This is an optimization exercise on Yosys and OpenROAD, whose aim is small area and a short achievable clock period, not a production implementation.
Where RTL was checked, it was by simulation tests only, not by an equivalence proof against the original.
No activity file was given, so power comes from the tool's default toggle rates.

==> job 2556: inputs <==
==> flow/design.v <==
module cpu(
input [15:0] instruction,
input [15:0] memIn,
input reset,
input clk,
output [15:0] memOut,
output reg writeM,
output [15:0] memAddress,
output reg [15:0] pc);
reg [15:0] regA;
reg        aInR;
reg [15:0] regD;
reg [15:0] R;       
wire [15:0] A = aInR ? R : regA;
assign memOut = R;
assign memAddress = regA;
wire isC = instruction[15];
wire [6:0] comp = instruction[12:6];
wire a  = comp[6];
wire zx = comp[5];
wire nx = comp[4];
wire zy = comp[3];
wire ny = comp[2];
wire f  = comp[1];
wire no = comp[0];
reg valid;
always @* begin
    case (comp)
        7'b0101010, 7'b0111111, 7'b0111010, 7'b0001100, 7'b0110000, 7'b1110000,
        7'b0001101, 7'b0110001, 7'b1110001, 7'b0001111, 7'b0110011, 7'b1110011,
        7'b0011111, 7'b0110111, 7'b1110111, 7'b0001110, 7'b0110010, 7'b1110010,
        7'b0000010, 7'b1000010, 7'b0010011, 7'b1010011, 7'b0000111, 7'b1000111,
        7'b0000000, 7'b1000000, 7'b0010101, 7'b1010101: valid = 1'b1;
        default: valid = 1'b0;
    endcase
end
wire vC = (valid & isC) | reset;    
wire nxo = (nx ^ no) & ~reset;
wire nyo = (ny ^ no) & ~reset;
wire kx = ~zx & ~reset;
wire ky = ~zy & ~reset;
wire aM = a & ~reset;
wire [15:0] x = (regD & {16{kx}}) ^ {16{nxo}};
wire [15:0] y = aM ? (memIn ^ {16{nyo}}) : ((A & {16{ky}}) ^ {16{nyo}});
wire [15:0] p = x ^ y;
wire [15:0] h = x & y;
wire [15:0] g = h & {16{f}};    
wire cin = f & no & ~reset;
wire [15:0] gg = {g[14:0], cin};
wire [15:0] pp = {p[14:0], 1'b0};
wire [15:0] G1, P1, G2, P2, G3, P3, C;
genvar i;
generate
    for (i = 0; i < 16; i = i + 1) begin : pf
        if (i % 2 == 1) begin
            assign G1[i] = gg[i] | (pp[i] & gg[i-1]);
            assign P1[i] = pp[i] & pp[i-1];
        end else begin
            assign G1[i] = gg[i];
            assign P1[i] = pp[i];
        end
        if (i % 4 >= 2) begin
            assign G2[i] = G1[i] | (P1[i] & G1[i - i % 4 + 1]);
            assign P2[i] = P1[i] & P1[i - i % 4 + 1];
        end else begin
            assign G2[i] = G1[i];
            assign P2[i] = P1[i];
        end
        if (i % 8 >= 4) begin
            assign G3[i] = G2[i] | (P2[i] & G2[i - i % 8 + 3]);
            assign P3[i] = P2[i] & P2[i - i % 8 + 3];
        end else begin
            assign G3[i] = G2[i];
            assign P3[i] = P2[i];
        end
        if (i >= 8) begin
            assign C[i] = G3[i] | (P3[i] & G3[7]);
        end else begin
            assign C[i] = G3[i];
        end
    end
endgenerate
wire fo = f | no;
wire [15:0] q = (p & {16{fo}}) | (h & {16{~f}});
wire [15:0] r = vC ? (q ^ C) : R;
wire s = C[15] ? (vC ? ~q[15] : R[15]) : (vC ? q[15] : R[15]);
wire [15:0] t = x | y;
wire zA = &(p ~^ {t[14:0], cin});
wire zr = vC ? (f ? zA : ~|q) : ~|R;
wire [2:0] j = instruction[2:0];
wire jmp = isC & ((j[2] & s) | (j[1] & zr) | (j[0] & ~s & ~zr));
always @(posedge clk) begin
    R <= r;
    if (reset || (isC && instruction[4])) regD <= r;
    if (reset) begin
        aInR <= 1'b1;       
        pc <= 16'd0;
        writeM <= 1'b0;
    end else begin
        aInR <= isC & instruction[5];
        pc <= jmp ? A : pc + 16'd1;
        writeM <= isC & instruction[3];
    end
    regA <= isC ? A : {1'b0, instruction[14:0]};
end
endmodule
==> flow/flow/run.sh <==
#!/bin/bash
# Layout flow: the standard flow (standard.sh) with these changes:
#  - ports are buffered with the cell named in flow/port_buf.txt
#    (default sky130_fd_sc_hd__buf_2) instead of the delay buffers that
#    buffer_ports picks by default; every port still gets its buffer;
#  - clock tree synthesis runs with the arguments in flow/cts_args.txt
#    (default: ORFS's, without dummy loads);
#  - if flow/abc.script exists, the standard synthesis maps the logic with
#    that ABC script instead of ORFS's abc_speed.script, and if
#    flow/no_adder_map exists it leaves adders to ABC instead of mapping
#    them to the library's half and full adder cells. Nothing else in the
#    synthesis changes, so the registers are the standard synthesis's.
# Every tool's output goes to ORFS's logs under orfs/logs; make's own output
# goes to flow.log here.
set -euo pipefail
here=$(pwd)
cp standard.sh standard_sh.log
extra=""
if [[ -f flow/no_adder_map ]]; then extra="ADDER_MAP_FILE="; fi
if [[ -f flow/abc.script ]]; then
  cp flow/abc.script "$here/my_abc.script"
  {
    head -n 1 synth_recipe.tcl
    cat <<'EOT'
proc abc {args} {
  set i [lsearch -exact $args -script]
  if { $i >= 0 } { lset args [expr {$i + 1}] $::env(FLOW_ABC_SCRIPT) }
  yosys abc {*}$args
}
EOT
    tail -n +2 synth_recipe.tcl
  } > "$here/my_synth.tcl"
  export FLOW_ABC_SCRIPT="$here/my_abc.script"
  sed -e "s#SYNTH_SCRIPT=[^ ]*#SYNTH_SCRIPT=$here/my_synth.tcl $extra#" standard.sh > my_standard.sh
else
  sed -e "s#SYNTH_SCRIPT=\([^ ]*\)#SYNTH_SCRIPT=\1 $extra#" standard.sh > my_standard.sh
fi
portbuf=sky130_fd_sc_hd__buf_2
if [[ -f flow/port_buf.txt ]]; then portbuf=$(cat flow/port_buf.txt); fi
export BUFFER_PORTS_ARGS="-buffer_cell $portbuf"
if [[ -f flow/cts_args.txt ]]; then
  export CTS_ARGS="$(cat flow/cts_args.txt)"
else
  export CTS_ARGS="-sink_clustering_enable -repair_clock_nets -dont_use_dummy_load"
fi
bash my_standard.sh > flow.log 2>&1
==> flow/flow/abc.script <==
strash
dch
map -B 0.9
topo
stime -c
buffer -c
upsize -c
dnsize -c
==> flow/flow/cts_args.txt <==
-sink_clustering_enable -repair_clock_nets -dont_use_dummy_load -sink_clustering_size 24 -sink_clustering_max_diameter 80 -buf_list {sky130_fd_sc_hd__clkbuf_4 sky130_fd_sc_hd__clkbuf_8}
==> flow/flow/no_adder_map <==
==> flow/flow/port_buf.txt <==
sky130_fd_sc_hd__buf_1
==> flow/standard.sh <==
#!/bin/bash
# synth_recipe.tcl (not shown) runs the flow's synth.tcl, then flattens the netlist and writes it again
# the make line also repeats each setting of config.mk as NAME=value (left out here)
make -C /OpenROAD-flow-scripts/flow DESIGN_CONFIG=/design/flow/config.mk WORK_HOME=/design/flow/orfs CLKGATE_MAP_FILE= SYNTH_SCRIPT=/design/flow/synth_recipe.tcl "${@:-finish}"
==> flow/config.mk <==
export PLATFORM = sky130hd
export DESIGN_NAME = cpu
export DESIGN_NICKNAME = cpu
export VERILOG_FILES = /design/flow/design.v
export SDC_FILE = /design/flow/constraint.sdc
export NUM_CORES = 4
export LEC_CHECK = 0
export CAP_MARGIN = 20
export CORE_MARGIN = 2
export CORE_UTILIZATION = 55
export SETUP_SLACK_MARGIN = 3.8
export SLEW_MARGIN = 20
export TNS_END_PERCENT = 0
==> flow/constraint.sdc <==
create_clock -name core_clock -period 8.0 [get_ports {clk}]
set_input_delay 1.6000 -clock core_clock [delete_from_list [all_inputs] [get_ports {clk}]]
set_output_delay 1.6000 -clock core_clock [all_outputs]
set_load 0.01 [all_outputs]
==> job 9074: changes against job 2556 <==
==> flow/design.v (replaced) <==
module cpu(
input [15:0] instruction,
input [15:0] memIn,
input reset,
input clk,
output [15:0] memOut,
output reg writeM,
output [15:0] memAddress,
output reg [15:0] pc);
reg [15:0] regA;
reg        aInR;
reg [15:0] regD;
reg [15:0] R;       
wire [15:0] A = aInR ? R : regA;
assign memOut = R;
assign memAddress = regA;
wire isC = instruction[15];
wire [6:0] comp = instruction[12:6];
wire a  = comp[6];
wire zx = comp[5];
wire nx = comp[4];
wire zy = comp[3];
wire ny = comp[2];
wire f  = comp[1];
wire no = comp[0];
reg valid;
always @* begin
    case (comp)
        7'b0101010, 7'b0111111, 7'b0111010, 7'b0001100, 7'b0110000, 7'b1110000,
        7'b0001101, 7'b0110001, 7'b1110001, 7'b0001111, 7'b0110011, 7'b1110011,
        7'b0011111, 7'b0110111, 7'b1110111, 7'b0001110, 7'b0110010, 7'b1110010,
        7'b0000010, 7'b1000010, 7'b0010011, 7'b1010011, 7'b0000111, 7'b1000111,
        7'b0000000, 7'b1000000, 7'b0010101, 7'b1010101: valid = 1'b1;
        default: valid = 1'b0;
    endcase
end
wire [15:0] Y = a ? memIn : A;
wire [15:0] x = (regD & {16{~zx}}) ^ {16{nx}};
wire [15:0] y = (Y & {16{~zy}}) ^ {16{ny}};
wire [15:0] p = x ^ y;
wire [15:0] g = x & y;
wire [15:0] G1, P1, G2, P2, G4, P4, G8;
genvar i;
generate
    for (i = 0; i < 16; i = i + 1) begin : pf
        if (i >= 1) begin
            assign G1[i] = g[i] | (p[i] & g[i-1]);
            assign P1[i] = p[i] & p[i-1];
        end else begin
            assign G1[i] = g[i];
            assign P1[i] = p[i];
        end
        if (i >= 2) begin
            assign G2[i] = G1[i] | (P1[i] & G1[i-2]);
            assign P2[i] = P1[i] & P1[i-2];
        end else begin
            assign G2[i] = G1[i];
            assign P2[i] = P1[i];
        end
        if (i >= 4) begin
            assign G4[i] = G2[i] | (P2[i] & G2[i-4]);
            assign P4[i] = P2[i] & P2[i-4];
        end else begin
            assign G4[i] = G2[i];
            assign P4[i] = P2[i];
        end
        if (i >= 8) begin
            assign G8[i] = G4[i] | (P4[i] & G4[i-8]);
        end else begin
            assign G8[i] = G4[i];
        end
    end
endgenerate
wire [15:0] c = {G8[14:0], 1'b0};     
wire vC = valid & isC;    
wire [15:0] pn = p ^ {16{no}};
wire [15:0] early0 = vC ? (f ? pn : (g ^ {16{no}})) : R;    
wire [15:0] early1 = vC ? (f ? ~pn : (g ^ {16{no}})) : R;   
wire [15:0] r;
generate
    for (i = 0; i < 16; i = i + 1) begin : rs
        assign r[i] = c[i] ? early1[i] : early0[i];
    end
endgenerate
wire zr = (r == 16'd0);
wire ng = r[15];
wire jmp = isC & ((instruction[2] & ng) | (instruction[1] & zr) | (instruction[0] & ~ng & ~zr));
wire [15:0] pc1 = pc + 16'd1;
always @(posedge clk) begin
    if (reset) begin
        aInR <= 1'b1;       
        regD <= 16'd0;
        R <= 16'd0;
        pc <= 16'd0;
        writeM <= 1'b0;
    end else begin
        aInR <= isC ? instruction[5] : 1'b0;
        R <= r;
        if (isC && instruction[4]) regD <= r;
        pc <= jmp ? A : pc1;
        writeM <= isC & instruction[3];
    end
    regA <= isC ? A : {1'b0, instruction[14:0]};
end
endmodule
==> flow/run.sh (new file) <==
#!/bin/bash
# synth_recipe.tcl (not shown) runs the flow's synth.tcl, then flattens the netlist and writes it again
# the make line also repeats each setting of config.mk as NAME=value (left out here)
make -C /OpenROAD-flow-scripts/flow DESIGN_CONFIG=/design/flow/config.mk WORK_HOME=/design/flow/orfs CLKGATE_MAP_FILE= SYNTH_SCRIPT=/design/flow/synth_recipe.tcl finish
- CORE_UTILIZATION: 55 -> 40
- SETUP_SLACK_MARGIN: 3.8 -> default
- TNS_END_PERCENT: 0 -> default
removed: flow/flow/run.sh
removed: flow/flow/abc.script
removed: flow/flow/cts_args.txt
removed: flow/flow/no_adder_map
removed: flow/flow/port_buf.txt
removed: flow/standard.sh
==> summary of the runs <==
Between job 2556 and job 9074, the lower critical path depth is in job 9074 (gap 3). Of job 2556 and job 9074, job 2556 has the higher sequential power (gap 21%, measured against job 9074). Of job 2556 and job 9074, job 9074 has the higher final area (gap about 1%, measured against job 9074). Between job 9074 and job 2556, the lower final cell count is in job 9074 (gap about 24%, measured against job 2556). In job 9074 the combinational power is lower than in job 2556, by 15%.
Function not checked in job 9074: the RTL went through the layout flow alone.

what the ideal ports hide:
In the flow no input, the clock included, has a driving cell. The finished layouts below were timed again as built, in two steps.
Step 1, drivers: a clkbuf_16 drives clk and a buf_2 each remaining input, both assumed.
Step 2, shift: input delay + t, output delay - t, t = (earliest + latest rising clock arrival at the registers) / 2. This alone moves slack from input paths to output paths.
Slacks: no drivers / after step 1 / after step 2; pairs: no drivers / after step 1.
run	t (ns)	slack for setup (ns)	latest minus earliest clock arrival (ns)	slew at the worst register clock pin (ns)
job 2556	0.377	3.933 / 3.945 / 3.568	0.022 / 0.022	0.08 / 0.08
job 9074	0.371	1.067 / 1.077 / 0.706	0.004 / 0.005	0.06 / 0.06
After both steps every run listed still meets setup and hold. The setup slack of job 2556, which loses most, moves by +0.012 ns with the drivers and by -0.365 ns with both steps.
